Context: an optimization exercise on an open-source flow, tuned for small area. The choices shown serve that exercise and are no tape-out recipe. Only simulation tests tie the RTL to the original design; equivalence was not proved. No activity file was given, so power comes from the tool's default toggle rates.

### design/flow/config.mk
export PLATFORM = sky130hd
export DESIGN_NAME = Pipelined_Processor
export DESIGN_NICKNAME = Pipelined_Processor
export VERILOG_FILES = /design/flow/design.v
export SDC_FILE = /design/flow/constraint.sdc
export NUM_CORES = 4
export LEC_CHECK = 0
export ABC_AREA = 1
export CAP_MARGIN = 20
export CORE_MARGIN = 2
export CORE_UTILIZATION = 50
export CTS_BUF_LIST = sky130_fd_sc_hd__clkbuf_8
export CTS_CLUSTER_DIAMETER = 100
export CTS_CLUSTER_SIZE = 30
export SLEW_MARGIN = 20
### design/flow/constraint.sdc
create_clock -name core_clock -period 13.5 [get_ports {CLK}]
set_input_delay 2.7000 -clock core_clock [delete_from_list [all_inputs] [get_ports {CLK}]]
set_output_delay 2.7000 -clock core_clock [all_outputs]
set_load 0.01 [all_outputs]
### design/flow/design.v
`timescale 1ns / 1ps
module Pipelined_Processor(
    input CLK,
    input reset,
    output [7:0] imem_addr,
    input [15:0] imem_data,
    output [7:0] dmem_addr,
    output [7:0] dmem_wdata,
    output dmem_we,
    input [7:0] dmem_rdata,
    output [7:0] result
);
localparam C_NOP = 4'b0000, C_EQ  = 4'b0001, C_SRA = 4'b0010, C_SLL  = 4'b0011,
           C_AND = 4'b0100, C_OR  = 4'b0101, C_XOR = 4'b0110, C_NOT  = 4'b0111,
           C_ADD = 4'b1000, C_SUB = 4'b1001, C_MUL = 4'b1010, C_DIV  = 4'b1011,
           C_ADI = 4'b1100, C_LD  = 4'b1101, C_ST  = 4'b1110;
reg  [7:0] pc;
reg  [7:0] rf [0:7];
reg  [7:0] a_e, b_e;
reg  [2:0] imm_e, rd_e;
reg  [3:0] c_e;
reg  [7:0] res_m, wd_m;
reg  [2:0] rd_m;
reg        rw_m, mw_m, ld_m;
reg  [7:0] res_w;
reg  [2:0] rd_w;
reg        rw_w;
wire [3:0] op  = imem_data[15:12];
wire [2:0] fn  = imem_data[11:9];
wire [2:0] rd  = imem_data[8:6];
wire [2:0] rs1 = imem_data[5:3];
wire [2:0] rs2 = imem_data[2:0];
reg  [3:0] c_d;
always @(*) begin
    case (op)
        4'b0000:
            case (fn)
                3'b000: c_d = C_ADD;
                3'b001: c_d = C_SUB;
                3'b010: c_d = C_MUL;
                3'b011: c_d = C_DIV;
                3'b100: c_d = C_AND;
                3'b101: c_d = C_OR;
                3'b110: c_d = C_XOR;
                default: c_d = C_NOT;
            endcase
        4'b0001, 4'b1000: c_d = C_ADI;
        4'b0010: c_d = C_LD;
        4'b0011: c_d = C_ST;
        4'b0101, 4'b1001: c_d = C_EQ;
        4'b0110: c_d = C_SRA;
        4'b0111: c_d = C_SLL;
        default: c_d = C_NOP;
    endcase
end
wire [7:0] a = a_e;
wire [7:0] b = b_e;
wire rw_e = c_e[3] | c_e[2] | c_e[1];
wire ld_e = (c_e == C_LD);
wire mw_e = (c_e == C_ST);
wire src  = c_e[3] & c_e[2];
wire sub  = c_e[0] & ~c_e[2];       
wire dvm  = c_e[0];                  
genvar k, i;
wire [7:0] addb = src ? {{5{imm_e[2]}}, imm_e} : b;
wire [7:0] addx = addb ^ {8{sub}};
wire [7:0] sum;
wire [8:0] ac;                       
assign ac[0] = sub;
generate
    for (i = 0; i < 8; i = i + 1) begin : ad
        assign sum[i]  = a[i] ^ addx[i] ^ ac[i];
        assign ac[i+1] = (a[i] & addx[i]) | (ac[i] & (a[i] ^ addx[i]));
    end
endgenerate
wire [8:1] bz;                       
assign bz[8] = 1'b1;
generate
    for (k = 7; k >= 1; k = k - 1) begin : gbz
        assign bz[k] = bz[k+1] & ~b[k];
    end
endgenerate
wire [7:0] quo;
generate
    for (k = 0; k < 8; k = k + 1) begin : st
        wire [k:0]   x, yy, o;
        wire [k+1:0] c;
        wire         q;
        wire         m   = dvm | a[7-k];
        wire         sel = q | ~dvm;         
        assign c[0] = 1'b0;
        for (i = 0; i <= k; i = i + 1) begin : cb
            if (i == 0) begin : g0
                assign x[0] = dvm & ~a[7-k];
            end else begin : gn
                assign x[i] = st[k-1].o[i-1];
            end
            assign yy[i]  = b[i] & m;
            assign c[i+1] = (x[i] & yy[i]) | (c[i] & (x[i] | yy[i]));
            if (k == 7) begin : gl
                assign o[i] = x[i] ^ yy[i] ^ c[i];
            end else begin : gm
                assign o[i] = x[i] ^ (sel & (yy[i] ^ c[i]));
            end
        end
        assign q = ~c[k+1] & bz[k+1];
        assign quo[7-k] = q;
    end
endgenerate
wire bnz = ~(bz[1] & ~b[0]);
wire [7:0] prod = st[7].o;
wire [7:0] axb = a ^ b;
reg  [7:0] ynd;                      
always @(*) begin
    case (c_e)
        C_ADD, C_SUB, C_ADI, C_LD, C_ST, 4'b1111: ynd = sum;
        C_MUL: ynd = prod;
        C_AND: ynd = a & b;
        C_OR:  ynd = a | b;
        C_NOT: ynd = ~a;
        C_XOR: ynd = axb;
        C_SRA: ynd = {a[7], a[7:1]};
        C_SLL: ynd = {a[6:0], 1'b0};
        C_EQ:  ynd = {7'd0, ~|axb};
        default: ynd = 8'd0;
    endcase
end
wire isdiv = (c_e == C_DIV);
wire [7:0] y = isdiv ? (bnz ? quo : 8'd0) : ynd;
wire zero = isdiv ? (~bnz | ~ac[8]) : (ynd == 8'd0);
wire hzd = ld_e && (rd_e != 3'd0) &&
           ((rd_e == rd) || (rd_e == rs1) || (rd_e == rs2)) &&
           (op != 4'b0101) && (op != 4'b0100);
wire [7:0] wb_m = ld_m ? dmem_rdata : res_m;    
wire fe1 = rw_e && (rd_e != 3'd0) && (rd_e == rs1);
wire fm1 = rw_m && (rd_m != 3'd0) && (rd_m == rs1);
wire fe2 = rw_e && (rd_e != 3'd0) && (rd_e == rs2);
wire fm2 = rw_m && (rd_m != 3'd0) && (rd_m == rs2);
wire [7:0] opa = fe1 ? y : fm1 ? wb_m : rf[rs1];
wire [7:0] opb = fe2 ? y : fm2 ? wb_m : rf[rs2];
wire [7:0] imm   = {{5{rs2[2]}}, rs2};
wire [7:0] pc1   = pc + 8'd1;
wire [7:0] pcimm = pc + imm;
wire [7:0] pcnz  = (op == 4'b0100) ? imm : pc1;
wire [7:0] pcz   = (op == 4'b0101) ? pcimm :
                   ((op == 4'b0100) || (op == 4'b1001)) ? imm : pc1;
wire [7:0] pcnext = zero ? pcz : pcnz;
always @(posedge CLK or posedge reset) begin
    if (reset)
        pc <= 8'd0;
    else if (!hzd)
        pc <= pcnext;
end
always @(posedge CLK or posedge reset) begin
    if (reset)
        c_e <= C_NOP;
    else if (hzd)
        c_e <= C_NOP;
    else
        c_e <= c_d;
end
always @(posedge CLK) begin
    a_e <= opa; b_e <= opb; imm_e <= rs2; rd_e <= rd;
    wd_m <= b_e; rd_m <= rd_e;
    rd_w <= rd_m;
end
always @(posedge CLK or posedge reset) begin
    if (reset) begin
        res_m <= 8'd0; rw_m <= 1'b0; mw_m <= 1'b0; ld_m <= 1'b0;
        res_w <= 8'd0; rw_w <= 1'b0;
    end else begin
        res_m <= y; rw_m <= rw_e; mw_m <= mw_e; ld_m <= ld_e;
        res_w <= wb_m; rw_w <= rw_m;
    end
end
integer n;
always @(posedge CLK or posedge reset) begin
    if (reset) begin
        for (n = 0; n < 8; n = n + 1)
            rf[n] <= n;
    end else if (rw_w) begin
        rf[rd_w] <= res_w;
    end
end
assign imem_addr  = pc;
assign dmem_addr  = res_m;
assign dmem_wdata = wd_m;
assign dmem_we    = mw_m;
assign result     = res_w;
endmodule
### design/flow/run.sh
#!/bin/bash
# synth_recipe.tcl (not shown) runs the flow's synth.tcl, then flattens the netlist and writes it again
# the make line also repeats each setting of config.mk as NAME=value (left out here)
make -C /OpenROAD-flow-scripts/flow DESIGN_CONFIG=/design/flow/config.mk WORK_HOME=/design/flow/orfs CLKGATE_MAP_FILE= SYNTH_SCRIPT=/design/flow/synth_recipe.tcl finish
==> flow_summary.yaml, run 1 <==
status:
  outcome: "timing/DRC/antenna clean"
yosys:
  synthesis.area_sq_mm: 0.00897
  synth_seq_cells: 132
  synthTopCellsByCount: "279 x nand2_1, 170 x inv_1, 124 x o21ai_0"
  synth_seq_area_share: 0.350
  synth_edf_count: 0
  synth_cells: 1227
  synth.largest_area_cell: "dfrtp_1"
  synth.most_common_cell: "nand2_1"
  syn_avg_cell_area_sq_um: 7.31
  synth_nets: 1293
  yosys.area.top_type_share: 0.234
  synth_cell_types: 56
  synth_area_leaders: "dfrtp_1 23%, nand2_1 12%, dfxtp_1 8.0%, inv_1 7.1%, o21ai_0 6.9%"
  ys_dominant_reg_cell: "dfrtp_1"
  async_flop_share: 0.727
  ys.warnings.count: 2
power:
  comb_power_share: 0.507
  peakVddDrop_mv: 0.126
  power_leakage_nw: 4.72
  clkPwrFrac: 0.166
  power.switching_uw: 976
  p_seq_frac: 0.327
  p_int_mw: 1.11
  powerDensity_mw_per_mm2: 204
  switching_share: 0.468
critical_path:
  slowest_delay_ns: 0.53
  crit_slowest_cell: "nor4_1"
  crit_path_end_kind: "flip-flop"
  critPathRequiredTime_ns: 13.83
  critPathLaunchType: "flip-flop"
  path_class: "flip-flop to flip-flop"
  path_max_fanout: 14
  arrival_ns: 10.55
  crit_top_cell: "nand2_1"
timing:
  period_share: 0.757
  max_freq_mhz: 97.9
  rsz0062_at_grt: "false"
  fin_ws_ns: 3.29
  skew_ns: 0.0151
  maxSlewViolCount: 0
  period_minus_slack_ns: 10.21
  setup_violations: 0
  finalHoldViolCount: 0
  worstMarginPinSlew_ns: 1.17
  slew_headroom: 0.215
  fin_setup_tns_ns: 0
cts:
  numClockSinks: 132
  cts-htree-levels: 4
  cts_setup_buffers: 0
  path_clk_slew_ns: 0.09
  clk_latency_ns: 0.46
  post_cts_resize_count: 0
  hold_buffers: 0
  max-clock-path-buffers: 2
  cts_made_buffers: 17
  tritoncts: "built"
  cts-root-buf: "clkbuf_8"
floorplan:
  die_h_microns: 138
  die_area_sq_mm: 0.0190
  num_io_pins: 59
  die_x_microns: 138
  start_util: 0.515
  core-area_sq_mm: 0.0174
  rows: 48
drt:
  viasPerCell: 5.50
  vias: 8408
  wl_per_cell_microns: 17.5
  routed_wl_mm: 26.8
  ant_nets: 0
  drt_iter0_drc: 706
  first_pass_iters: 5
  drc: 0
grt:
  antenna_found_initial: 0
  grt_usage: 0.293
  grt_pass1_vias: 7876
  grt_first_pass_wirelength_mm: 42.2
  grt_max_degree: 78
  gr-total-overflow: 0
final_layout:
  synthToLayoutAreaGrowth_pct: 13.9
  layout.nets: 1356
  n_antenna_cell: 0
  postLayoutCoreUtil: 0.587
  drive_gt1_frac: 0.0860
hold_path:
  hold_class: "flip-flop to flip-flop"
placement:
  dp_hpwl_mm: 20.4
  dp_slack_ns: 3.48
  gp_congestion: 0.998
  io_buffers: 58
job:
  drv_cap: 0
[kinds of logic (layout without fill, tap and decap cells)]
family | after synthesis | count (layout) | synth area share
flops | 132 | 132 | 0.350
compound gates | 262 | 262 | 0.176
buf+inv | 204 | 280 | 0.0875
fa+ha+maj | 40 | 40 | 0.0684
mux | 8 | 8 | 0.00963
xor+xnor | 46 | 46 | 0.0466
simple gates | 535 | 535 | 0.262
[per-stage QoR]
| stage | hold WS (ns) | cells | instance area [sq um] | power (mW) |
|---|---|---|---|---|
| after floorplan | 0.350 | 1227 | 8970 | 1.39 |
| after global placement | 0.374 | 1496 | 9800 | 1.73 |
| after detailed placement | 0.389 | 1496 | 9800 | 1.73 |
| after CTS | 0.403 | 1528 | 10200 | 2.08 |
| after global routing | 0.408 | 1528 | 10200 | 2.27 |
| final | 0.399 | 1528 | 10200 | 2.09 |
[layout make-up]
| cell class | count | area (sq um) |
|---|---|---|
| clock buffer | 18 | 248 |
| clock inverter | 14 | 160 |
| fill | 1687 | 7200 |
| inverter | 181 | 682 |
| multi-input combinational | 891 | 5060 |
| sequential | 132 | 3140 |
| tap | 225 | 282 |
| timing repair buffer | 67 | 648 |
[path summary, 6_finish.rpt]
kind / from / end / slack (ns) / depth (start not counted)
min in group asynchronous: reset / rf[2][0] / 2.53 / 2
worst max-delay path: b_e[0] / pc[1] / 3.29 / 66
worst min-delay path: b_e[5] / wd_m[5] / 0.40 / 0
worst max register to register: b_e[0] / pc[1] / 3.29 / 66
worst min register to register: b_e[5] / wd_m[5] / 0.40 / 0
max in group asynchronous: reset / res_m[4] / 9.71 / 3
[state kept, by name, summed over array words and instances (netlist names), 3 cells and up]
register / count
wd_m: 8
res_w: 8
rd_m: 3
pc: 8
imm_e: 3
c_e: 4
rd_w: 3
rf: 64
a_e: 8
rd_e: 3
res_m: 8
b_e: 8
[layout by cell type (no fill, tap or decap), types with 13 or more instances in the layout]
cell type,count
o21ai_0,124
nor3_1,13
inv_1,169
xor2_1,26
a221oi_1,20
dfxtp_1,36
clkdlybuf4s50_1,58
xnor2_1,18
fa_1,15
o211ai_1,23
o22ai_1,21
ha_1,25
nand2_1,279
dfrtp_1,84
nand2_2,17
a21oi_1,40
nor2_1,116
nand3_1,62
nand4_1,16
clkbuf_8,18
[power by group through the flow]
| stage | clock, mW | combinational (mW) | sequential, mW |
|---|---|---|---|
| 6_report | 0.346 | 1.06 | 0.683 |
| 5_1_grt | 0.371 | 1.20 | 0.701 |
| 4_1_cts | 0.350 | 1.05 | 0.680 |
| 3_5_place_dp | 0 | 1.05 | 0.686 |
| 3_3_place_gp | 0 | 1.04 | 0.686 |
| 2_1_floorplan | 0 | 0.723 | 0.663 |
[worst max-delay path, delay by kind of cell, from the launching register on]
family | cells | cell delay [ns]
simple gates | 45 | 4.77
fa+ha+maj | 7 | 2.61
buf+inv | 7 | 1.24
xor+xnor | 2 | 0.61
compound gates | 5 | 0.57
flops | 1 | 0.30
[layer usage]
metal	wire (microns)	global-route usage
met5	0	0
met4	467	0.0726
met3	2180	0.0585
met2	11500	0.436
met1	12600	0.437
==> run 2, diff against run 1 <==
==> design/flow/flow/run.sh (new file) <==
#!/bin/bash
# Standard layout, but the port buffers use the smallest buffer cell.
set -euo pipefail
bash standard.sh "BUFFER_PORTS_ARGS=-buffer_cell sky130_fd_sc_hd__buf_1" finish > make_finish.log 2>&1
==> design/flow/standard.sh (new file) <==
#!/bin/bash
# synth_recipe.tcl (not shown) runs the flow's synth.tcl, then flattens the netlist and writes it again
# the make line also repeats each setting of config.mk as NAME=value (left out here)
make -C /OpenROAD-flow-scripts/flow DESIGN_CONFIG=/design/flow/config.mk WORK_HOME=/design/flow/orfs CLKGATE_MAP_FILE= SYNTH_SCRIPT=/design/flow/synth_recipe.tcl "${@:-finish}"
--- a/design/flow/config.mk
+++ b/design/flow/config.mk
@@ -10,6 +10,4 @@
 export CORE_MARGIN = 2
 export CORE_UTILIZATION = 50
 export CTS_BUF_LIST = sky130_fd_sc_hd__clkbuf_8
-export CTS_CLUSTER_DIAMETER = 100
-export CTS_CLUSTER_SIZE = 30
 export SLEW_MARGIN = 20
removed: design/flow/run.sh
==> run 2 against run 1 <==
Against the previous run:
- still clean on timing, DRC and antenna
- power down 2.3%
- sequential share of layout area rose by 1.1 points
- non-clock buffer count increased by 2
- register-to-register slack got worse by 0.098 ns
- routed wire length increased by 1.5%
- flip-flop and latch count unchanged
- design area decreased by 3.4%
- setup slack lost 0.098 ns
- die area unchanged
- global-route usage is 0.58 points higher
- largest cell class unchanged
- highest routed layer unchanged
==> flow_summary.yaml, run 2 <==
status:
  outcome: "timing/DRC/antenna clean"
cts:
  clk_latency_ns: 0.45
  tritoncts: "built"
  cts_made_buffers: 17
  numClockSinks: 132
  max-clock-path-buffers: 2
  cts-htree-levels: 4
  cts-root-buf: "clkbuf_8"
  cts_setup_buffers: 0
  path_clk_slew_ns: 0.09
  post_cts_resize_count: 0
  hold_buffers: 0
drt:
  wl_per_cell_microns: 17.8
  ant_nets: 0
  vias: 8567
  first_pass_iters: 5
  drc: 0
  drt_iter0_drc: 683
  viasPerCell: 5.60
  routed_wl_mm: 27.2
yosys:
  synth_edf_count: 0
  synth_seq_cells: 132
  synthTopCellsByCount: "279 x nand2_1, 170 x inv_1, 124 x o21ai_0"
  synth_cells: 1227
  synth_nets: 1293
  synth_seq_area_share: 0.350
  synthesis.area_sq_mm: 0.00897
  synth.most_common_cell: "nand2_1"
  ys.warnings.count: 2
  ys_dominant_reg_cell: "dfrtp_1"
  syn_avg_cell_area_sq_um: 7.31
  synth.largest_area_cell: "dfrtp_1"
  async_flop_share: 0.727
  synth_cell_types: 56
  synth_area_leaders: "dfrtp_1 23%, nand2_1 12%, dfxtp_1 8.0%, inv_1 7.1%, o21ai_0 6.9%"
  yosys.area.top_type_share: 0.234
hold_path:
  min_path_cells: 0
  hold_class: "flip-flop to flip-flop"
  min_to: "wd_m[4]"
  min-delay-start: "b_e[4]"
critical_path:
  reg2reg_from: "c_e[0]"
  cpLargestDelayFamily: "simple AND/OR/NAND/NOR gates"
  critPathRequiredTime_ns: 13.83
  slowest_delay_ns: 0.71
  reg2reg_depth: 69
  crit_path_start: "c_e[0]"
  cp_num_buf_inv: 7
  path_class: "flip-flop to flip-flop"
  critPathLaunchType: "flip-flop"
  crit_slowest_cell: "a2111oi_0"
  r2r-end: "pc[1]"
  reg2reg_slack_ns: 3.19
  crit_path_end_kind: "flip-flop"
  path_max_fanout: 20
  crit_top_cell: "nand2_1"
  arrival_ns: 10.64
final_layout:
  mostFrequentLayoutCells: "279 x nand2_1, 170 x inv_1, 124 x o21ai_0"
  n_antenna_cell: 0
  layout.nets: 1358
  largest-register: "rf"
  largest_reg_flops: 64
  synthToLayoutAreaGrowth_pct: 10.1
  layout_commonest_cell: "nand2_1"
  drive_gt1_frac: 0.0881
  design_area_sq_mm: 0.00987
timing:
  period_minus_slack_ns: 10.31
  max_freq_mhz: 97.0
  maxSlewViolCount: 0
  slew_headroom: 0.207
  finalHoldViolCount: 0
  worstMarginPinSlew_ns: 1.18
  fin_setup_tns_ns: 0
  period_share: 0.764
  skew_ns: 0.0169
  rsz0062_at_grt: "false"
  setup_violations: 0
floorplan:
  rows: 48
  start_util: 0.515
  die_h_microns: 138
  num_io_pins: 59
  die_area_sq_mm: 0.0190
  die_x_microns: 138
  core-area_sq_mm: 0.0174
power:
  power_leakage_nw: 4.58
  comb_power_share: 0.498
  p_seq_frac: 0.335
  peakVddDrop_mv: 0.171
  clkPwrFrac: 0.166
  power.switching_uw: 966
  switching_share: 0.474
  powerDensity_mw_per_mm2: 207
  p_int_mw: 1.07
placement:
  dp_hpwl_mm: 20.3
  gp_congestion: 0.962
  io_buffers: 58
  placed_area_sq_mm: 0.00946
grt:
  grt_max_degree: 55
  grt_first_pass_wirelength_mm: 42.8
  gr-total-overflow: 0
  grt_pass1_vias: 7940
  grt_usage: 0.299
  antenna_found_initial: 0
job:
  drv_cap: 0
==> run 2: cell type report <==
cell class / count / area (sq um)
Fill cell: 1686 / 7540
Clock inverter: 14 / 153
Tap cell: 225 / 282
Clock buffer: 18 / 248
Multi-Input combinational cell: 891 / 5070
Sequential cell: 132 / 3140
Inverter: 181 / 682
Timing Repair Buffer: 69 / 300
==> run 2: cells by family after synthesis <==
| family | count (synthesis) | synth area share |
|---|---|---|
| xor+xnor | 46 | 0.0466 |
| fa+ha+maj | 40 | 0.0684 |
| flops | 132 | 0.350 |
| simple gates | 535 | 0.262 |
| buf+inv | 204 | 0.0875 |
| mux | 8 | 0.00963 |
| compound gates | 262 | 0.176 |
==> run 2: worst max-delay path by stage <==
stage                 end  slack [ns]  depth (start not counted)
finish              pc[1]        3.19                         69
global route        pc[1]        2.15                         66
CTS                 pc[1]        3.41                         69
detailed placement  pc[1]        3.43                         69
global placement    pc[1]        3.63                         69
floorplan           pc[1]        5.02                         70
==> run 2: layer usage <==
layer,routed length [microns],global-route usage
met5,0,0
met4,444,0.0822
met3,1890,0.0559
met2,11600,0.432
met1,13300,0.456
==> run 2: metrics by stage <==
| stage | power, mW | utilization | instances | hold WS [ns] | worst slack (ns) |
|---|---|---|---|---|---|
| global route | 2.22 | 0.567 | 1530 | 0.404 | 2.15 |
| global placement | 1.69 | 0.542 | 1498 | 0.375 | 3.63 |
| floorplan | 1.39 | - | 1227 | 0.350 | 5.02 |
| CTS | 2.04 | 0.566 | 1530 | 0.394 | 3.41 |
| finish | 2.04 | 0.567 | 1530 | 0.394 | 3.19 |
| detailed placement | 1.69 | 0.543 | 1498 | 0.380 | 3.43 |
==> run 2: power groups by stage <==
stage               clock network, mW  logic (mW)  registers [mW]
floorplan                           0       0.723           0.663
finish                          0.339        1.02           0.684
global route                    0.364        1.15           0.702
CTS                             0.346        1.01           0.681
global placement                    0        1.00           0.687
detailed placement                  0        1.01           0.686
==> run 2: worst reg2reg max path: cells and delay by family, from the launching register on <==
| family | cells | cell delay [ns] |
|---|---|---|
| AND/OR/NAND/NOR | 51 | 4.94 |
| adder cells (fa/ha/maj) | 6 | 2.37 |
| flip-flops | 1 | 0.32 |
| XOR/XNOR | 1 | 0.29 |
| buffers and inverters | 7 | 1.26 |
| AO/OA/AOI/OAI | 4 | 1.02 |
==> run 3, diff against run 2 <==
--- a/design/flow/design.v
+++ b/design/flow/design.v
@@ -110,24 +110,40 @@
 wire bnz = ~(bz[1] & ~b[0]);
 wire [7:0] prod = st[7].o;
 wire [7:0] axb = a ^ b;
-reg  [7:0] ynd;                      
+reg  [7:0] yl;                       
 always @(*) begin
     case (c_e)
-        C_ADD, C_SUB, C_ADI, C_LD, C_ST, 4'b1111: ynd = sum;
-        C_MUL: ynd = prod;
-        C_AND: ynd = a & b;
-        C_OR:  ynd = a | b;
-        C_NOT: ynd = ~a;
-        C_XOR: ynd = axb;
-        C_SRA: ynd = {a[7], a[7:1]};
-        C_SLL: ynd = {a[6:0], 1'b0};
-        C_EQ:  ynd = {7'd0, ~|axb};
-        default: ynd = 8'd0;
+        C_ADD, C_SUB, C_ADI, C_LD, C_ST, 4'b1111: yl = sum;
+        C_AND: yl = a & b;
+        C_OR:  yl = a | b;
+        C_NOT: yl = ~a;
+        C_XOR: yl = axb;
+        C_SRA: yl = {a[7], a[7:1]};
+        C_SLL: yl = {a[6:0], 1'b0};
+        C_EQ:  yl = {7'd0, ~|axb};
+        default: yl = 8'd0;
     endcase
 end
 wire isdiv = (c_e == C_DIV);
-wire [7:0] y = isdiv ? (bnz ? quo : 8'd0) : ynd;
-wire zero = isdiv ? (~bnz | ~ac[8]) : (ynd == 8'd0);
+wire ismul = (c_e == C_MUL);
+wire [7:0] y = isdiv ? (bnz ? quo : 8'd0) : ismul ? prod : yl;
+wire [8:0] za, zb;                   
+assign za[0] = 1'b1;
+assign zb[0] = 1'b1;
+generate
+    for (k = 0; k < 8; k = k + 1) begin : gz
+        assign za[k+1] = za[k] & ~a[k];
+        assign zb[k+1] = zb[k] & ~b[k];
+    end
+endgenerate
+reg zmul;
+integer z;
+always @(*) begin
+    zmul = 1'b0;
+    for (z = 0; z <= 8; z = z + 1)
+        zmul = zmul | (za[z] & zb[8-z]);
+end
+wire zero = isdiv ? (~bnz | ~ac[8]) : ismul ? zmul : (yl == 8'd0);
 wire hzd = ld_e && (rd_e != 3'd0) &&
            ((rd_e == rd) || (rd_e == rs1) || (rd_e == rs2)) &&
            (op != 4'b0101) && (op != 4'b0100);
@@ -136,8 +152,18 @@
 wire fm1 = rw_m && (rd_m != 3'd0) && (rd_m == rs1);
 wire fe2 = rw_e && (rd_e != 3'd0) && (rd_e == rs2);
 wire fm2 = rw_m && (rd_m != 3'd0) && (rd_m == rs2);
-wire [7:0] opa = fe1 ? y : fm1 ? wb_m : rf[rs1];
-wire [7:0] opb = fe2 ? y : fm2 ? wb_m : rf[rs2];
+wire       se1 = fe1, sm1 = fm1 & ~fe1, sr1 = ~fe1 & ~fm1;
+wire       se2 = fe2, sm2 = fm2 & ~fe2, sr2 = ~fe2 & ~fm2;
+reg  [7:0] opa, opb;
+integer j;
+always @(*) begin
+    opa = (y & {8{se1}}) | (wb_m & {8{sm1}});
+    opb = (y & {8{se2}}) | (wb_m & {8{sm2}});
+    for (j = 0; j < 8; j = j + 1) begin
+        opa = opa | (rf[j] & {8{sr1 & (rs1 == j)}});
+        opb = opb | (rf[j] & {8{sr2 & (rs2 == j)}});
+    end
+end
 wire [7:0] imm   = {{5{rs2[2]}}, rs2};
 wire [7:0] pc1   = pc + 8'd1;
 wire [7:0] pcimm = pc + imm;
==> design/flow/flow/run.sh (replaced) <==
#!/bin/bash
# Own layout flow: the standard ORFS flow (standard.sh) with three changes:
#  - synthesis maps logic with flow/abc.script, an area-oriented ABC script,
#    instead of ORFS's speed script (everything else in synthesis is unchanged);
#  - the port buffers use the smallest buffer cell;
#  - the clock tree is built without dummy loads.
# Each make run's full output goes to a log file in this folder; ORFS's own
# per-step logs are under orfs/logs.
set -euo pipefail
W=$PWD
F=$W/flow
sed "s#source \$::env(SCRIPTS_DIR)/synth.tcl#source $W/synth_abc.tcl#" synth_recipe.tcl > $W/synth_recipe_abc.tcl
sed "s#log_cmd abc {\*}\$abc_args#log_cmd abc {*}[lreplace \$abc_args 1 1 $F/abc.script]#" \
    $FLOW_HOME/scripts/synth.tcl > $W/synth_abc.tcl
grep -q "$W/synth_abc.tcl" $W/synth_recipe_abc.tcl
grep -q "$F/abc.script" $W/synth_abc.tcl
CTS="-sink_clustering_enable -repair_clock_nets -dont_use_dummy_load -buf_list sky130_fd_sc_hd__clkbuf_8"
bash standard.sh SYNTH_SCRIPT=$W/synth_recipe_abc.tcl \
    "BUFFER_PORTS_ARGS=-buffer_cell sky130_fd_sc_hd__buf_1" \
    "CTS_ARGS=$CTS" finish > $W/make_finish.log 2>&1
==> design/flow/flow/abc.script (new file) <==
strash
dch
amap
topo
stime -c
--- a/design/flow/config.mk
+++ b/design/flow/config.mk
@@ -5,7 +5,6 @@
 export SDC_FILE = /design/flow/constraint.sdc
 export NUM_CORES = 4
 export LEC_CHECK = 0
-export ABC_AREA = 1
 export CAP_MARGIN = 20
 export CORE_MARGIN = 2
 export CORE_UTILIZATION = 50
==> run 3 against run 2 <==
Against the previous run:
- die area decreased by 8.2%
- core utilization increased by 2.5 points
- routed wire length increased by 5.4%
- synthesized cell count decreased by 14%
- design area decreased by 4.5%
- setup slack got worse by 2.1 ns
- largest power group unchanged
- combinational power increased by 12%
- largest cell class unchanged
- critical path depth increased by 8
- clock skew increased by 0.023 ns
- non-clock buffer count increased by 26
==> flow_summary.yaml, run 3 <==
final_layout:
  layout_commonest_cell: "nor2_1"
  drive_gt1_frac: 0.0973
  n_antenna_cell: 0
  mostFrequentLayoutCells: "195 x nor2_1, 183 x clkinv_1, 143 x o22ai_1"
  register_area_sq_mm: 0.00314
  synthToLayoutAreaGrowth_pct: 14.8
  layout.nets: 1240
  multiInputGateArea_sq_mm: 0.00458
  largest_reg_flops: 64
  postLayoutCoreUtil: 0.591
  design_area_sq_mm: 0.00943
  fill_cells: 1529
  largest-register: "rf"
cts:
  cts-htree-levels: 4
  clk_latency_ns: 0.45
  max-clock-path-buffers: 2
  path_clk_slew_ns: 0.07
  cts-root-buf: "clkbuf_8"
  cts_made_buffers: 17
  numClockSinks: 132
  hold_buffers: 0
  tritoncts: "built"
critical_path:
  arrival_ns: 12.67
  crit_slowest_cell: "fa_1"
  crit_path_end_kind: "flip-flop"
  cpLargestDelayFamily: "compound AO/OA/AOI/OAI gates"
  critPathRequiredTime_ns: 13.78
  critPathLaunchType: "flip-flop"
  path_max_fanout: 5
  crit_top_cell: "fa_1"
  path_class: "flip-flop to flip-flop"
  cp_num_buf_inv: 9
  slowest_delay_ns: 0.46
  crit_cells: 77
  reg2reg_depth: 77
power:
  power_mw: 2.04
  powerDensity_mw_per_mm2: 216
  power_leakage_nw: 3.54
  peakVddDrop_mv: 0.140
yosys:
  synth_seq_cells: 132
  synth.largest_area_cell: "dfrtp_1"
  yosys.area.top_type_share: 0.256
  ys_dominant_reg_cell: "dfrtp_1"
  synth.most_common_cell: "nor2_1"
  syn_avg_cell_area_sq_um: 7.75
  synth_cell_types: 43
  ys.warnings.count: 2
  synth_cells: 1060
  synth_seq_area_share: 0.382
  async_flop_share: 0.727
  synth_nets: 1126
  synthTopCellsByCount: "202 x nor2_1, 188 x clkinv_1, 150 x o22ai_1"
  synthesis.area_sq_mm: 0.00821
  synth_edf_count: 0
  synth_area_leaders: "dfrtp_1 26%, o22ai_1 11%, nor2_1 9.2%, dfxtp_1 8.8%, clkinv_1 8.6%"
grt:
  use_met2: 0.471
  grt_max_degree: 59
  antenna_found_initial: 0
  grt_first_pass_wirelength_mm: 44.4
  gr-total-overflow: 0
  busiest_layer: "met1"
  use_met3: 0.0854
  grtUsageMet1: 0.487
  grt_pass1_vias: 7883
  grt_usage: 0.328
timing:
  period_share: 0.918
  fin_ws_ns: 1.11
  finalHoldViolCount: 0
  setup_violations: 0
  slew_headroom: 0.283
  hold_ws_ns: 0.391
  skew_ns: 0.0396
  period_minus_slack_ns: 12.39
  maxSlewViolCount: 0
  max_freq_mhz: 80.7
  worstMarginPinSlew_ns: 1.07
floorplan:
  die_x_microns: 132
  core-area_sq_mm: 0.0159
  start_util: 0.515
  die_h_microns: 132
  num_io_pins: 59
  rows: 46
  die_area_sq_mm: 0.0175
drt:
  ant_nets: 0
  first_pass_iters: 5
  vias: 8600
  routed_wl_mm: 28.7
  wl_per_cell_microns: 20.7
  viasPerCell: 6.20
  drc: 0
  drt_iter0_drc: 1005
hold_path:
  min_path_cells: 0
  hold_class: "flip-flop to flip-flop"
placement:
  dp_hpwl_mm: 21.1
  io_buffers: 58
  dp_slack_ns: -0.457
  gp_congestion: 1.01
  placed_area_sq_mm: 0.00895
job:
  drv_cap: 0
status:
  outcome: "timing/DRC/antenna clean"
==> run 3: changes by cell type in the layout (fill, tap and decap cells not counted), moves of 79 or more <==
cell	delta
o21ai_0	-80
nand2_1	-226
inv_1	-170
nor2_1	+79
o22ai_1	+122
clkinv_1	+180
==> run 3: logic make-up after synthesis <==
family          synth area share
compound gates             0.271
fa+ha+maj                 0.0746
buf+inv                   0.0859
flops                      0.382
simple gates               0.186
==> run 3: final timing paths <==
path,from,end,slack (ns)
worst max-delay path,b_e[6],a_e[7],1.11
max in group asynchronous,reset,rf[5][3],10.07
min in group asynchronous,reset,rf[1][6],2.28
worst min-delay path,rw_m,rw_w,0.39
worst min register to register,rw_m,rw_w,0.39
worst max register to register,b_e[6],a_e[7],1.11
==> run 3: per-stage QoR <==
| stage | std cells | setup TNS [ns] |
|---|---|---|
| final | 1388 | 0 |
| after floorplan | 1060 | 0 |
| after global routing | 1388 | -0.0954 |
| after CTS | 1383 | 0 |
| after detailed placement | 1366 | -1.85 |
| after global placement | 1366 | 0 |
==> run 3: cell type report <==
type / count / share of cell area
clock buffers: 17 / 0.0248
inverters: 188 / 0.0751
multi-input cells: 740 / 0.486
flip-flops and latches: 132 / 0.333
well taps: 216 / 0.0287
repair buffers: 95 / 0.0525
==> run 3: report_power, final <==
group | internal, mW | leakage (nW) | switching (mW)
Combinational | 0.398 | 1.88 | 0.741
Sequential | 0.553 | 1.54 | 0.100
Clock | 0.111 | 0.122 | 0.132
==> run 3: repair_timing <==
| action | in CTS | in global routing |
|---|---|---|
| gates cloned | 0 | 0 |
| resized for setup | 11 | 52 |
| pin swaps | 0 | 10 |
| endpoints found under the hold margin | 0 | 0 |
| buffers inserted | 0 | 5 |
| setup endpoints to repair | 9 | 22 |
==> run 3: per-layer routing <==
metal,up-vias,part of all wire
met5,-,0
met4,0,0.020
met3,51,0.11
met2,514,0.42
met1,3987,0.45
li1,4048,-
==> run 4, diff against run 3 <==
==> design/flow/flow/abc.script (replaced) <==
strash
dch
map -D 7000
topo
stime -c
==> run 4 against run 3 <==
Against the previous run:
- still clean
- flip-flop and latch count did not move
- register-to-register slack lost 0.02 ns
- global-route usage down 1.1 points
- maximum frequency down 0.14%
- design area fell by 0.31%
- clock skew up 0.0079 ns
- clock power about the same
- die area rose by 2.2%
- synthesized area grew 2.2%
- sequential power grew 7.0%
- core utilization fell by 2.3 points
- critical path type unchanged
==> flow_summary.yaml, run 4 <==
timing:
  worstMarginPinSlew_ns: 0.995
  hold_ws_ns: 0.439
  finalHoldViolCount: 0
  slew_headroom: 0.331
  period_minus_slack_ns: 12.41
  maxSlewViolCount: 0
  fin_ws_ns: 1.09
  setup_violations: 0
  skew_ns: 0.0475
  fin_setup_tns_ns: 0
  period_share: 0.919
  max_freq_mhz: 80.6
floorplan:
  num_io_pins: 59
  die_h_microns: 134
  start_util: 0.508
  die_x_microns: 134
  die_area_sq_mm: 0.0178
  core-area_sq_mm: 0.0165
  rows: 47
placement:
  io_buffers: 58
  dp_slack_ns: 0.166
  dp_hpwl_mm: 21.0
  place_inst: 1405
  placed_area_sq_mm: 0.00899
  gp_congestion: 0.968
yosys:
  synth_cell_types: 38
  synth_seq_area_share: 0.374
  synth_mux_area_frac: 0.00238
  synth_area_leaders: "dfrtp_1 25%, dfxtp_1 8.6%, nand2_1 8.3%, clkinv_1 7.9%, nor2_1 7.6%"
  synthTopCellsByCount: "185 x nand2_1, 177 x clkinv_1, 170 x nor2_1"
  synth_top_family_by_area: "compound AO/OA/AOI/OAI gates"
  synth_seq_cells: 132
  synth_nets: 1180
  synthesis.area_sq_mm: 0.00840
  ys.warnings.count: 2
  syn_avg_cell_area_sq_um: 7.54
  ys_dominant_reg_cell: "dfrtp_1"
  synth_xor_area_frac: 0.0542
  synth.most_common_cell: "nand2_1"
  synth-simple-area-share: 0.195
  yosys.area.top_type_share: 0.250
  synthAdderAreaFrac: 0.0766
  async_flop_share: 0.727
  synth_compound_area_frac: 0.219
  synth.largest_area_cell: "dfrtp_1"
  synth_edf_count: 0
  synth_cells: 1114
power:
  powerDensity_mw_per_mm2: 199
  peakVddDrop_mv: 0.0968
  power_leakage_nw: 3.67
drt:
  routed-wl-met2_mm: 12.4
  wl_met1_mm: 12.6
  ant_nets: 0
  vias: 8331
  routed_wl_mm: 27.7
  wl_met3_mm: 1.68
  drc: 0
  top_layer: "met4"
  first_pass_iters: 5
  wl_per_cell_microns: 19.4
  drt_iter0_drc: 814
  viasPerCell: 5.81
critical_path:
  path_class: "flip-flop to flip-flop"
  crit_top_cell: "nand2_1"
  slowest_delay_ns: 0.43
  arrival_ns: 12.71
  crit_slowest_cell: "fa_2"
  crit_path_end_kind: "flip-flop"
  path_max_fanout: 7
  critPathRequiredTime_ns: 13.80
  critPathLaunchType: "flip-flop"
cts:
  cts_made_buffers: 17
  tritoncts: "built"
  clk_latency_ns: 0.46
  path_clk_slew_ns: 0.08
  cts-root-buf: "clkbuf_8"
  hold_buffers: 0
  numClockSinks: 132
  max-clock-path-buffers: 2
  cts-htree-levels: 4
final_layout:
  mostFrequentLayoutCells: "183 x nand2_1, 174 x clkinv_1, 162 x nor2_1"
  largest_reg_flops: 64
  drive_gt1_frac: 0.0734
  layout_commonest_cell: "nand2_1"
  synthToLayoutAreaGrowth_pct: 12.0
  layout.nets: 1281
  multiInputGateArea_sq_mm: 0.00469
  fill_cells: 1599
  design_area_sq_mm: 0.00940
  n_antenna_cell: 0
  largest-register: "rf"
  finalNonFillerCells: 1433
  register_area_sq_mm: 0.00314
job:
  drv_cap: 0
grt:
  grt_usage: 0.317
  antenna_found_initial: 0
  grt_first_pass_wirelength_mm: 43.1
  grt_max_degree: 75
  gr-total-overflow: 0
  grt_pass1_vias: 7711
hold_path:
  hold_class: "flip-flop to flip-flop"
status:
  outcome: "timing/DRC/antenna clean"
[run 4: cell types whose count changed in the layout (fill, tap and decap cells not counted), sizes merged, moves of 13 or more]
cell    previous run  this run
nor2             202       170
a21oi             41        54
xnor2              0        19
o22ai            150        24
nor4              21         5
o21ai             55       124
or3               18         0
a221oi             8        27
buf               95        82
xor2               0        33
nor3              38        11
nand2             53       185
[run 4: logic make-up after synthesis]
logic type | count (synthesis)
AO/OA/AOI/OAI | 300
adder cells (fa/ha/maj) | 43
multiplexers | 2
AND/OR/NAND/NOR | 408
flip-flops | 132
buffers and inverters | 177
XOR/XNOR | 52
[run 4: layout make-up]
type	instances	area share
multi-input cells	805	0.499
inverters	177	0.0709
flip-flops and latches	132	0.334
clock buffers	17	0.0249
repair buffers	82	0.0423
well taps	220	0.0293
[run 4: power breakdown]
part | leakage (nW) | internal [mW] | switching [mW] | total, mW
registers | 1.54 | 0.544 | 0.156 | 0.700
logic | 2.01 | 0.332 | 0.592 | 0.924
clock network | 0.122 | 0.111 | 0.134 | 0.245
[run 4: path summary, 6_finish.rpt]
kind	start	slack, ns	end	cells after the start
worst max-delay path	b_e[7]	1.09	a_e[0]	83
worst min-delay path	rw_m	0.44	rw_w	0
worst max register to register	b_e[7]	1.09	a_e[0]	83
worst min register to register	rw_m	0.44	rw_w	0
max in group asynchronous	reset	10.00	rf[4][1]	3
min in group asynchronous	reset	2.23	c_e[3]	2
[run 4: what timing repair did]
action                                  in CTS  in global routing
endpoints found under the setup margin       0                 14
buffers inserted                             0                 11
resized for setup                            0                 36
[run 4: critical path: cells and delay by family, from the launching register on]
family / cells / cell delay (ns)
buffers and inverters: 6 / 0.42
DFF: 1 / 0.37
adders and majority gates: 10 / 3.63
xor gates and xnor gates: 1 / 0.24
AOI/OAI and AO/OA: 32 / 4.36
and+or+nand+nor: 34 / 3.23
[run 4: per-layer routing]
| metal | track usage | vias to the layer above |
|---|---|---|
| met1 | 0.441 | 3934 |
| met3 | 0.0510 | 69 |
| met5 | 0 | - |
| li1 | - | 3977 |
| met4 | 0.140 | 0 |
| met2 | 0.490 | 351 |
[run 4: per-stage QoR]
stage	power [mW]	utilization
2_1_floorplan	1.25	-
6_report	1.87	0.569
4_1_cts	1.81	0.558
3_3_place_gp	1.57	0.544
3_5_place_dp	1.57	0.544
5_1_grt	2.01	0.569
==> run 5, diff against run 4 <==
--- a/design/flow/config.mk
+++ b/design/flow/config.mk
@@ -9,4 +9,5 @@
 export CORE_MARGIN = 2
 export CORE_UTILIZATION = 50
 export CTS_BUF_LIST = sky130_fd_sc_hd__clkbuf_8
+export GPL_TIMING_DRIVEN = 0
 export SLEW_MARGIN = 20
==> run 5 against run 4 <==
Against the previous run:
- sequential share of layout area is 0.084 points lower
- via count is 0.53% lower
- global-route usage is 0.12 points higher
- die area stayed put
- flip-flop and latch count stayed put
- design area is 0.69% higher
- synthesized cell count stayed put
- power is 1.1% higher
- core utilization is 0.39 points higher
- synthesized area stayed put
- highest routed layer unchanged
- clock power hardly changed
- routed wire length is 1.3% lower
==> flow_summary.yaml, run 5 <==
grt:
  grt_max_degree: 52
  gr-total-overflow: 0
  grt_usage: 0.318
  antenna_found_initial: 0
  grt_pass1_vias: 7924
  grt_first_pass_wirelength_mm: 43.3
critical_path:
  slowest_delay_ns: 0.43
  crit_path_end_kind: "flip-flop"
  crit_slowest_cell: "fa_2"
  reg2reg_slack_ns: 0.75
  path_max_fanout: 7
  r2r-end: "a_e[0]"
  arrival_ns: 13.05
  reg2reg_depth: 83
  path_class: "flip-flop to flip-flop"
  reg2reg_from: "b_e[6]"
  critPathLaunchType: "flip-flop"
  crit_top_cell: "nand2_1"
  critPathRequiredTime_ns: 13.79
drt:
  wl_met3_mm: 1.92
  vias: 8287
  ant_nets: 0
  first_pass_iters: 5
  wl_per_cell_microns: 19.1
  top_layer: "met4"
  wl_met1_mm: 12.0
  routed-wl-met2_mm: 12.6
  drt_iter0_drc: 763
  drc: 0
  routed_wl_mm: 27.4
  viasPerCell: 5.80
final_layout:
  largest-register: "rf"
  finalNonFillerCells: 1430
  design_area_sq_mm: 0.00947
  drive_gt1_frac: 0.0818
  synthToLayoutAreaGrowth_pct: 12.7
  n_antenna_cell: 0
  fill_cells: 1647
  multiInputGateArea_sq_mm: 0.00472
  largest_reg_flops: 64
  layout_commonest_cell: "nand2_1"
  postLayoutCoreUtil: 0.573
  mostFrequentLayoutCells: "182 x nand2_1, 170 x clkinv_1, 162 x nor2_1"
  layout.nets: 1278
  register_area_sq_mm: 0.00315
cts:
  hold_buffers: 0
  max-clock-path-buffers: 2
  cts-htree-levels: 4
  cts-root-buf: "clkbuf_8"
  clk_latency_ns: 0.44
  tritoncts: "built"
  cts_made_buffers: 17
  numClockSinks: 132
  path_clk_slew_ns: 0.07
yosys:
  synth.most_common_cell: "nand2_1"
  synth_edf_count: 0
  synth_cell_types: 38
  ys_dominant_reg_cell: "dfrtp_1"
  synth.largest_area_cell: "dfrtp_1"
  yosys.area.top_type_share: 0.250
  synthTopCellsByCount: "185 x nand2_1, 177 x clkinv_1, 170 x nor2_1"
  synth_seq_cells: 132
  async_flop_share: 0.727
  synth_nets: 1180
  syn_avg_cell_area_sq_um: 7.54
  synth_seq_area_share: 0.374
  synthesis.area_sq_mm: 0.00840
  synth_cells: 1114
  ys.warnings.count: 2
  synth_area_leaders: "dfrtp_1 25%, dfxtp_1 8.6%, nand2_1 8.3%, clkinv_1 7.9%, nor2_1 7.6%"
timing:
  slew_headroom: 0.319
  period_share: 0.945
  fin_ws_ns: 0.746
  setup_violations: 0
  skew_ns: 0.0241
  max_freq_mhz: 78.4
  finalHoldViolCount: 0
  maxSlewViolCount: 0
  worstMarginPinSlew_ns: 1.01
  period_minus_slack_ns: 12.75
floorplan:
  die_area_sq_mm: 0.0178
  core-area_sq_mm: 0.0165
  start_util: 0.508
  num_io_pins: 59
  die_h_microns: 134
  rows: 47
  die_x_microns: 134
power:
  power_mw: 1.89
  powerDensity_mw_per_mm2: 200
  power_leakage_nw: 3.68
  peakVddDrop_mv: 0.0915
placement:
  place_inst: 1394
  placed_area_sq_mm: 0.00894
  dp_hpwl_mm: 19.8
  gp_congestion: 0.990
  dp_slack_ns: -1.33
  io_buffers: 58
job:
  drv_cap: 0
hold_path:
  hold_class: "flip-flop to flip-flop"
  min_to: "rw_w"
  min-delay-start: "rw_m"
  min_path_cells: 0
status:
  outcome: "timing/DRC/antenna clean"
run 5: critical path: cells and delay by family, from the launching register on:
kind / cells / cell delay [ns]
DFF: 1 / 0.39
adders and majority gates: 10 / 3.59
and+or+nand+nor: 34 / 3.45
buffers and inverters: 6 / 0.44
AOI/OAI and AO/OA: 32 / 4.48
xor gates and xnor gates: 1 / 0.23
run 5: worst max-delay path by stage:
stage,from,to,slack (ns),cells after the start
2_1_floorplan,c_e[0],a_e[0],1.44,80
3_3_place_gp,c_e[0],a_e[0],-1.25,78
3_5_place_dp,c_e[0],a_e[0],-1.33,78
4_1_cts,c_e[0],a_e[0],0.007,80
5_1_grt,b_e[6],a_e[0],-0.13,85
6_report,b_e[6],a_e[0],0.75,83
run 5: cell families after synthesis:
kind of cell               share of synthesized area
AOI/OAI and AO/OA                              0.219
xor gates and xnor gates                      0.0542
adders and majority gates                     0.0766
buffers and inverters                         0.0791
DFF                                            0.374
muxes                                        0.00238
and+or+nand+nor                                0.195
run 5: report_power, final:
part           internal [mW]  total [mW]  switching (mW)
Clock                  0.111       0.247           0.137
Combinational          0.344       0.933           0.588
Sequential             0.546       0.710           0.164
run 5: timing repair:
item | 4_1_cts | 5_1_grt
pin swaps | 3 | 22
resized for setup | 20 | 38
hold endpoints to repair | 0 | 0
setup buffers | 5 | 14
setup endpoints to repair | 9 | 9
run 5: stage by stage:
| step | hold slack, ns | setup TNS, ns |
|---|---|---|
| finish | 0.379 | 0 |
| global route | 0.396 | -0.135 |
| CTS | 0.384 | 0 |
| detailed placement | 0.375 | -5.42 |
| global placement | 0.388 | -4.66 |
| floorplan | 0.354 | 0 |
run 5: metal layers:
layer / track usage / vias up
met3: 0.0704 / 63
met2: 0.505 / 369
met1: 0.425 / 3891
li1: - / 3964
met5: 0 / -
met4: 0.122 / 0
run 5: area by class of cell:
cell class              count  area share
well taps                 220      0.0291
inverters                 177      0.0719
clock buffers              17      0.0247
multi-input cells         805       0.499
flip-flops and latches    132       0.333
repair buffers             79      0.0422
==> run 6, diff against run 5 <==
==> design/flow/config.mk (replaced) <==
export PLATFORM = sky130hd
export DESIGN_NAME = Pipelined_Processor
export DESIGN_NICKNAME = Pipelined_Processor
export VERILOG_FILES = /design/flow/design.v
export SDC_FILE = /design/flow/constraint.sdc
export NUM_CORES = 4
export LEC_CHECK = 0
export CAP_MARGIN = 0
export CORE_MARGIN = 2
export CORE_UTILIZATION = 50
export CTS_BUF_LIST = sky130_fd_sc_hd__clkbuf_8
export SLEW_MARGIN = 0
==> run 6 against run 5 <==
Against the previous run:
- still clean on timing, DRC and antenna
- setup slack gained 0.39 ns
- power is 1.2% lower
- core utilization down 0.43 points
- clock power about the same
- highest routed layer unchanged
==> flow_summary.yaml, run 6 <==
cts:
  tritoncts: "built"
  cts-root-buf: "clkbuf_8"
  max-clock-path-buffers: 2
  cts-htree-levels: 4
  cts_made_buffers: 17
  numClockSinks: 132
  path_clk_slew_ns: 0.07
  hold_buffers: 0
  clk_latency_ns: 0.45
drt:
  viasPerCell: 5.80
  first_pass_iters: 5
  drt_iter0_drc: 904
  ant_nets: 0
  routed_wl_mm: 27.7
  drc: 0
  vias: 8316
  wl_per_cell_microns: 19.3
power:
  power.switching_uw: 881
  comb_power_share: 0.494
  switching_share: 0.472
  peakVddDrop_mv: 0.0958
  p_seq_frac: 0.375
  power_mw: 1.87
  power_leakage_nw: 3.67
  powerDensity_mw_per_mm2: 199
  p_int_uw: 987
  clkPwrFrac: 0.131
placement:
  gp_congestion: 0.968
  dp_hpwl_mm: 21.0
  io_buffers: 58
critical_path:
  critPathRequiredTime_ns: 13.80
  path_max_fanout: 7
  cpLargestDelayFamily: "compound AO/OA/AOI/OAI gates"
  cp_num_buf_inv: 6
  crit_slowest_cell: "fa_2"
  crit_path_end_kind: "flip-flop"
  crit_top_cell: "nand2_1"
  reg2reg_slack_ns: 1.14
  slowest_delay_ns: 0.44
  path_class: "flip-flop to flip-flop"
  critPathLaunchType: "flip-flop"
  arrival_ns: 12.67
yosys:
  synthesis.area_sq_mm: 0.00840
  syn_avg_cell_area_sq_um: 7.54
  synth_edf_count: 0
  synth.largest_area_cell: "dfrtp_1"
  synth_cell_types: 38
  synth.most_common_cell: "nand2_1"
  synth_cells: 1114
  synth_area_leaders: "dfrtp_1 25%, dfxtp_1 8.6%, nand2_1 8.3%, clkinv_1 7.9%, nor2_1 7.6%"
  ys.warnings.count: 2
  synth_seq_area_share: 0.374
  synthTopCellsByCount: "185 x nand2_1, 177 x clkinv_1, 170 x nor2_1"
  yosys.area.top_type_share: 0.250
  async_flop_share: 0.727
  synth_seq_cells: 132
  synth_nets: 1180
  ys_dominant_reg_cell: "dfrtp_1"
status:
  outcome: "timing/DRC/antenna clean"
hold_path:
  hold_class: "flip-flop to flip-flop"
timing:
  period_minus_slack_ns: 12.36
  finalHoldViolCount: 0
  period_share: 0.916
  maxSlewViolCount: 0
  slew_headroom: 0.300
  worstMarginPinSlew_ns: 1.04
  max_freq_mhz: 80.9
  skew_ns: 0.0474
  setup_violations: 0
final_layout:
  layout.nets: 1281
  postLayoutCoreUtil: 0.568
  largest-register: "rf"
  layout_commonest_cell: "nand2_1"
  largest_reg_flops: 64
  mostFrequentLayoutCells: "183 x nand2_1, 174 x clkinv_1, 162 x nor2_1"
  n_antenna_cell: 0
  drive_gt1_frac: 0.0734
  synthToLayoutAreaGrowth_pct: 11.9
floorplan:
  die_x_microns: 134
  core-area_sq_mm: 0.0165
  start_util: 0.508
  num_io_pins: 59
  die_h_microns: 134
  die_area_sq_mm: 0.0178
  rows: 47
grt:
  grt_pass1_vias: 7711
  grt_max_degree: 75
  grt_usage: 0.317
  grt_first_pass_wirelength_mm: 43.1
  gr-total-overflow: 0
  antenna_found_initial: 0
job:
  drv_cap: 0
-- run 6: cell counts after synthesis --
Identical to the previous run, type by type.
-- run 6: final cells by class --
type | count | area [sq um]
Fill cell | 1601 | 7130
Multi-Input combinational cell | 805 | 4680
Sequential cell | 132 | 3140
Timing Repair Buffer | 82 | 398
Clock buffer | 17 | 234
Tap cell | 220 | 275
Inverter | 177 | 667
-- run 6: cell families (layout without fill, tap and decap cells) --
group	Yosys count	count (layout)	synth area share
XOR/XNOR	52	52	0.0542
multiplexers	2	2	0.00238
AND/OR/NAND/NOR	408	408	0.195
buffers and inverters	177	276	0.0791
flip-flops	132	132	0.374
adder cells (fa/ha/maj)	43	43	0.0766
AO/OA/AOI/OAI	300	300	0.219
-- run 6: final timing paths --
path,start,end,cells after the start
max,b_e[7],a_e[0],83
min,b_e[7],wd_m[7],0
max reg2reg,b_e[7],a_e[0],83
min reg2reg,b_e[7],wd_m[7],0
max in group asynchronous,reset,rf[4][1],3
min in group asynchronous,reset,c_e[3],2
-- run 6: what timing repair did --
item,CTS,global route
buffers inserted,0,11
endpoints found under the setup margin,0,14
hold endpoints to repair,0,0
gates resized for setup,0,36
-- run 6: stage by stage --
step                      hold slack [ns]  cell area, sq um  TNS, ns  worst slack (ns)  cells
after CTS                           0.443              9230        0            0.0740   1422
after detailed placement            0.396              8990        0             0.166   1405
after floorplan                     0.354              8400        0              1.44   1114
final                               0.443              9390        0              1.14   1433
after global placement              0.418              8990        0             0.532   1405
after global routing                0.446              9390  -0.0705           -0.0705   1433
-- run 6: routing by layer --
layer / part of all wire / vias to the layer above / wire [microns] / track usage
met5: 0 / - / 0 / 0
met1: 0.45 / 3919 / 12400 / 0.441
met3: 0.064 / 77 / 1780 / 0.0510
li1: - / 3966 / - / -
met4: 0.040 / 0 / 1100 / 0.140
met2: 0.45 / 354 / 12400 / 0.490
-- run 6: power by group through the flow --
stage | clock network, mW | logic, mW | registers [mW]
6_report | 0.245 | 0.923 | 0.700
5_1_grt | 0.267 | 1.03 | 0.713
3_5_place_dp | 0 | 0.869 | 0.696
2_1_floorplan | 0 | 0.582 | 0.670
4_1_cts | 0.250 | 0.874 | 0.691
3_3_place_gp | 0 | 0.870 | 0.696
==> run 7, diff against run 6 <==
--- a/design/flow/flow/run.sh
+++ b/design/flow/flow/run.sh
@@ -14,7 +14,7 @@
     $FLOW_HOME/scripts/synth.tcl > $W/synth_abc.tcl
 grep -q "$W/synth_abc.tcl" $W/synth_recipe_abc.tcl
 grep -q "$F/abc.script" $W/synth_abc.tcl
-CTS="-sink_clustering_enable -repair_clock_nets -dont_use_dummy_load -buf_list sky130_fd_sc_hd__clkbuf_8"
+CTS="-sink_clustering_enable -repair_clock_nets -dont_use_dummy_load -buf_list \"sky130_fd_sc_hd__clkbuf_4 sky130_fd_sc_hd__clkbuf_8 sky130_fd_sc_hd__clkbuf_16\""
 bash standard.sh SYNTH_SCRIPT=$W/synth_recipe_abc.tcl \
     "BUFFER_PORTS_ARGS=-buffer_cell sky130_fd_sc_hd__buf_1" \
     "CTS_ARGS=$CTS" finish > $W/make_finish.log 2>&1
--- a/design/flow/config.mk
+++ b/design/flow/config.mk
@@ -5,8 +5,8 @@
 export SDC_FILE = /design/flow/constraint.sdc
 export NUM_CORES = 4
 export LEC_CHECK = 0
-export CAP_MARGIN = 0
+export CAP_MARGIN = 20
 export CORE_MARGIN = 2
 export CORE_UTILIZATION = 50
 export CTS_BUF_LIST = sky130_fd_sc_hd__clkbuf_8
-export SLEW_MARGIN = 0
+export SLEW_MARGIN = 20
==> run 7 against run 6 <==
Against the previous run:
- the flow now stops in 4_1_cts
- synthesized cell count stayed put
- synthesized area stayed put
==> flow_summary.yaml, run 7 <==
placement:
  placed_area_sq_mm: 0.00899
  dp_slack_ns: 0.166
  gp_congestion: 0.968
  io_buffers: 58
  dp_hpwl_mm: 21.0
yosys:
  synth_seq_cells: 132
  ys.warnings.count: 2
  syn_avg_cell_area_sq_um: 7.54
  synth.most_common_cell: "nand2_1"
  synthTopCellsByCount: "185 x nand2_1, 177 x clkinv_1, 170 x nor2_1"
  ys_dominant_reg_cell: "dfrtp_1"
  synthesis.area_sq_mm: 0.00840
  synth_edf_count: 0
  yosys.area.top_type_share: 0.250
  synth_nets: 1180
  synth_cell_types: 38
  synth_area_leaders: "dfrtp_1 25%, dfxtp_1 8.6%, nand2_1 8.3%, clkinv_1 7.9%, nor2_1 7.6%"
  synth_cells: 1114
  async_flop_share: 0.727
  synth_seq_area_share: 0.374
  synth.largest_area_cell: "dfrtp_1"
floorplan:
  start_util: 0.508
  num_io_pins: 59
  die_x_microns: 134
  rows: 47
  die_h_microns: 134
status:
  outcome: "aborted with a tool error"
  haltStage: "4_1_cts"
  stop_error: "[ERROR STA-0564] clock_tree_synthesis positional arguments not supported."
[run 7: cell counts after synthesis]
No cell type changed its count.
[run 7: cell families after synthesis]
family	synth area share
AOI/OAI and AO/OA	0.219
xor gates and xnor gates	0.0542
adders and majority gates	0.0766
buffers and inverters	0.0791
DFF	0.374
muxes	0.00238
and+or+nand+nor	0.195
[run 7: through the flow]
stage | power [mW] | instances
after floorplan | 1.25 | 1114
after global placement | 1.57 | 1405
after detailed placement | 1.57 | 1405
[run 7: power groups by stage]
stage | clock network (mW) | logic, mW | registers [mW]
3_3_place_gp | 0 | 0.870 | 0.696
2_1_floorplan | 0 | 0.582 | 0.670
3_5_place_dp | 0 | 0.869 | 0.696
[run 7: worst max-delay path by stage]
stage,end,slack (ns)
after floorplan,a_e[0],1.44
after global placement,a_e[0],0.53
after detailed placement,a_e[0],0.17
==> run 8, diff against run 7 <==
--- a/design/flow/flow/run.sh
+++ b/design/flow/flow/run.sh
@@ -14,7 +14,7 @@
     $FLOW_HOME/scripts/synth.tcl > $W/synth_abc.tcl
 grep -q "$W/synth_abc.tcl" $W/synth_recipe_abc.tcl
 grep -q "$F/abc.script" $W/synth_abc.tcl
-CTS="-sink_clustering_enable -repair_clock_nets -dont_use_dummy_load -buf_list \"sky130_fd_sc_hd__clkbuf_4 sky130_fd_sc_hd__clkbuf_8 sky130_fd_sc_hd__clkbuf_16\""
+CTS="-sink_clustering_enable -repair_clock_nets -dont_use_dummy_load -sink_clustering_size 40 -sink_clustering_max_diameter 200 -buf_list sky130_fd_sc_hd__clkbuf_16"
 bash standard.sh SYNTH_SCRIPT=$W/synth_recipe_abc.tcl \
     "BUFFER_PORTS_ARGS=-buffer_cell sky130_fd_sc_hd__buf_1" \
     "CTS_ARGS=$CTS" finish > $W/make_finish.log 2>&1
==> run 8 against run 7 <==
Against the previous run:
- the run now finishes clean
- synthesized area stayed put
- synthesized cell count unchanged
==> flow_summary.yaml, run 8 <==
status:
  outcome: "timing/DRC/antenna clean"
yosys:
  synth_top_family_by_area: "compound AO/OA/AOI/OAI gates"
  synthesis.area_sq_mm: 0.00840
  synth_xor_area_frac: 0.0542
  synthTopCellsByCount: "185 x nand2_1, 177 x clkinv_1, 170 x nor2_1"
  synth.largest_area_cell: "dfrtp_1"
  synth-simple-area-share: 0.195
  synth_compound_area_frac: 0.219
  synth_nets: 1180
  synthAdderAreaFrac: 0.0766
  ys.warnings.count: 2
  synth_mux_area_frac: 0.00238
  ys_dominant_reg_cell: "dfrtp_1"
  yosys.area.top_type_share: 0.250
  synth_cells: 1114
  synth_seq_cells: 132
  async_flop_share: 0.727
  synth_seq_area_share: 0.374
  synth.most_common_cell: "nand2_1"
  synth_cell_types: 38
  synth_edf_count: 0
  syn_avg_cell_area_sq_um: 7.54
  synth_area_leaders: "dfrtp_1 25%, dfxtp_1 8.6%, nand2_1 8.3%, clkinv_1 7.9%, nor2_1 7.6%"
final_layout:
  finalNonFillerCells: 1433
  register_area_sq_mm: 0.00314
  multiInputGateArea_sq_mm: 0.00469
  synthToLayoutAreaGrowth_pct: 14.2
  n_antenna_cell: 0
  layout.nets: 1281
  largest_reg_flops: 64
  layout_commonest_cell: "nand2_1"
  drive_gt1_frac: 0.0734
  postLayoutCoreUtil: 0.580
  mostFrequentLayoutCells: "183 x nand2_1, 174 x clkinv_1, 162 x nor2_1"
  fill_cells: 1571
  largest-register: "rf"
critical_path:
  crit_top_cell: "nand2_1"
  crit_slowest_cell: "fa_2"
  slowest_delay_ns: 0.43
  critPathRequiredTime_ns: 13.78
  cp_num_buf_inv: 6
  cpLargestDelayFamily: "compound AO/OA/AOI/OAI gates"
  path_class: "flip-flop to flip-flop"
  crit_path_end_kind: "flip-flop"
  critPathLaunchType: "flip-flop"
  arrival_ns: 12.62
  path_max_fanout: 7
drt:
  drt_iter0_drc: 856
  viasPerCell: 5.81
  drc: 0
  top_layer: "met4"
  ant_nets: 0
  wl_met3_mm: 1.75
  wl_met1_mm: 12.6
  routed_wl_mm: 27.8
  first_pass_iters: 6
  routed-wl-met2_mm: 12.4
  vias: 8324
  wl_per_cell_microns: 19.4
timing:
  period_minus_slack_ns: 12.34
  maxSlewViolCount: 0
  worstMarginPinSlew_ns: 0.993
  setup_violations: 0
  period_share: 0.914
  skew_ns: 0.0297
  fin_ws_ns: 1.16
  finalHoldViolCount: 0
  slew_headroom: 0.333
  max_freq_mhz: 81.0
  fin_setup_tns_ns: 0
placement:
  dp_slack_ns: 0.166
  io_buffers: 58
  place_inst: 1405
  dp_hpwl_mm: 21.0
  gp_congestion: 0.968
floorplan:
  die_area_sq_mm: 0.0178
  num_io_pins: 59
  core-area_sq_mm: 0.0165
  rows: 47
  die_x_microns: 134
  start_util: 0.508
  die_h_microns: 134
power:
  powerDensity_mw_per_mm2: 208
  peakVddDrop_mv: 0.110
  power_leakage_nw: 3.76
  power_mw: 1.99
cts:
  tritoncts: "built"
  clk_latency_ns: 0.43
  numClockSinks: 132
  cts-htree-levels: 4
  cts-root-buf: "clkbuf_16"
  max-clock-path-buffers: 2
  cts_made_buffers: 17
  hold_buffers: 0
  path_clk_slew_ns: 0.06
grt:
  gr-total-overflow: 0
  grt_first_pass_wirelength_mm: 43.2
  antenna_found_initial: 0
  grt_usage: 0.317
  grt_pass1_vias: 7739
  grt_max_degree: 75
job:
  drv_cap: 0
hold_path:
  hold_class: "flip-flop to flip-flop"
## run 8: cell counts after synthesis
No cell type changed its count.
## run 8: timing repair
action | 4_1_cts | 5_1_grt
endpoints found under the setup margin | 0 | 14
buffers inserted | 0 | 11
gates resized for setup | 0 | 36
## run 8: logic make-up after synthesis
family                   after synthesis
AO/OA/AOI/OAI                        300
XOR/XNOR                              52
adder cells (fa/ha/maj)               43
buffers and inverters                177
flip-flops                           132
multiplexers                           2
AND/OR/NAND/NOR                      408
## run 8: where the power goes
group / switching, mW / internal, mW
Combinational: 0.591 / 0.332
Clock: 0.150 / 0.217
Sequential: 0.155 / 0.545
Total: 0.896 / 1.09
## run 8: final cells by class
class | count | area share
sequential | 132 | 0.327
inverter | 177 | 0.0695
clock buffer | 17 | 0.0444
timing repair buffer | 82 | 0.0415
multi-input combinational | 805 | 0.489
tap | 220 | 0.0287
## run 8: metal layers
metal | vias to the layer above | GRT usage
met2 | 354 | 0.490
met5 | - | 0
li1 | 3982 | -
met3 | 84 | 0.0510
met4 | 0 | 0.138
met1 | 3904 | 0.444
## run 8: path summary, 6_finish.rpt
kind | from | slack [ns] | depth (start not counted) | end
setup / recovery | b_e[7] | 1.16 | 83 | a_e[0]
hold / removal | rw_m | 0.43 | 0 | rw_w
max in group asynchronous | reset | 9.96 | 3 | rf[4][1]
setup reg to reg | b_e[7] | 1.16 | 83 | a_e[0]
hold reg to reg | rw_m | 0.43 | 0 | rw_w
min in group asynchronous | reset | 2.26 | 2 | c_e[3]
## run 8: metrics by stage
step	hold slack [ns]	cell area, sq um
global placement	0.418	8990
global route	0.445	9590
finish	0.431	9590
CTS	0.437	9420
floorplan	0.354	8400
detailed placement	0.396	8990

[separate check: timing with driven ports]
Ports are ideal in the flow. The routed layouts listed here were re-timed in OpenROAD.
Step 1 sets driving cells, clkbuf_16 on the clock port and buf_2 on the other inputs (assumed; they add their load-dependent delay and slew).
Step 2 moves the port delays by t, midway between the first and last clock arrival at a register: inputs arrive t later, outputs are due t later. That takes back most of the time a late clock gives input paths.
Three values: ideal ports, drivers, drivers and shift; two values: the first two.
| run | t (ns) | setup slack, ns | worst hold slack (ns) |
|---|---|---|---|
| run 1 | 0.491 | 3.286 / 3.286 / 3.286 | 0.399 / 0.399 / 0.399 |
| run 2 | 0.490 | 3.189 / 3.189 / 3.189 | 0.394 / 0.394 / 0.394 |
| run 3 | 0.469 | 1.112 / 1.112 / 1.112 | 0.391 / 0.391 / 0.391 |
| run 4 | 0.473 | 1.094 / 1.094 / 1.094 | 0.439 / 0.439 / 0.439 |
| run 5 | 0.476 | 0.746 / 0.746 / 0.746 | 0.379 / 0.379 / 0.379 |
| run 6 | 0.472 | 1.136 / 1.136 / 1.136 | 0.443 / 0.443 / 0.443 |
| run 8 | 0.458 | 1.161 / 1.161 / 1.161 | 0.431 / 0.431 / 0.431 |
After both steps every run listed still meets setup and hold.
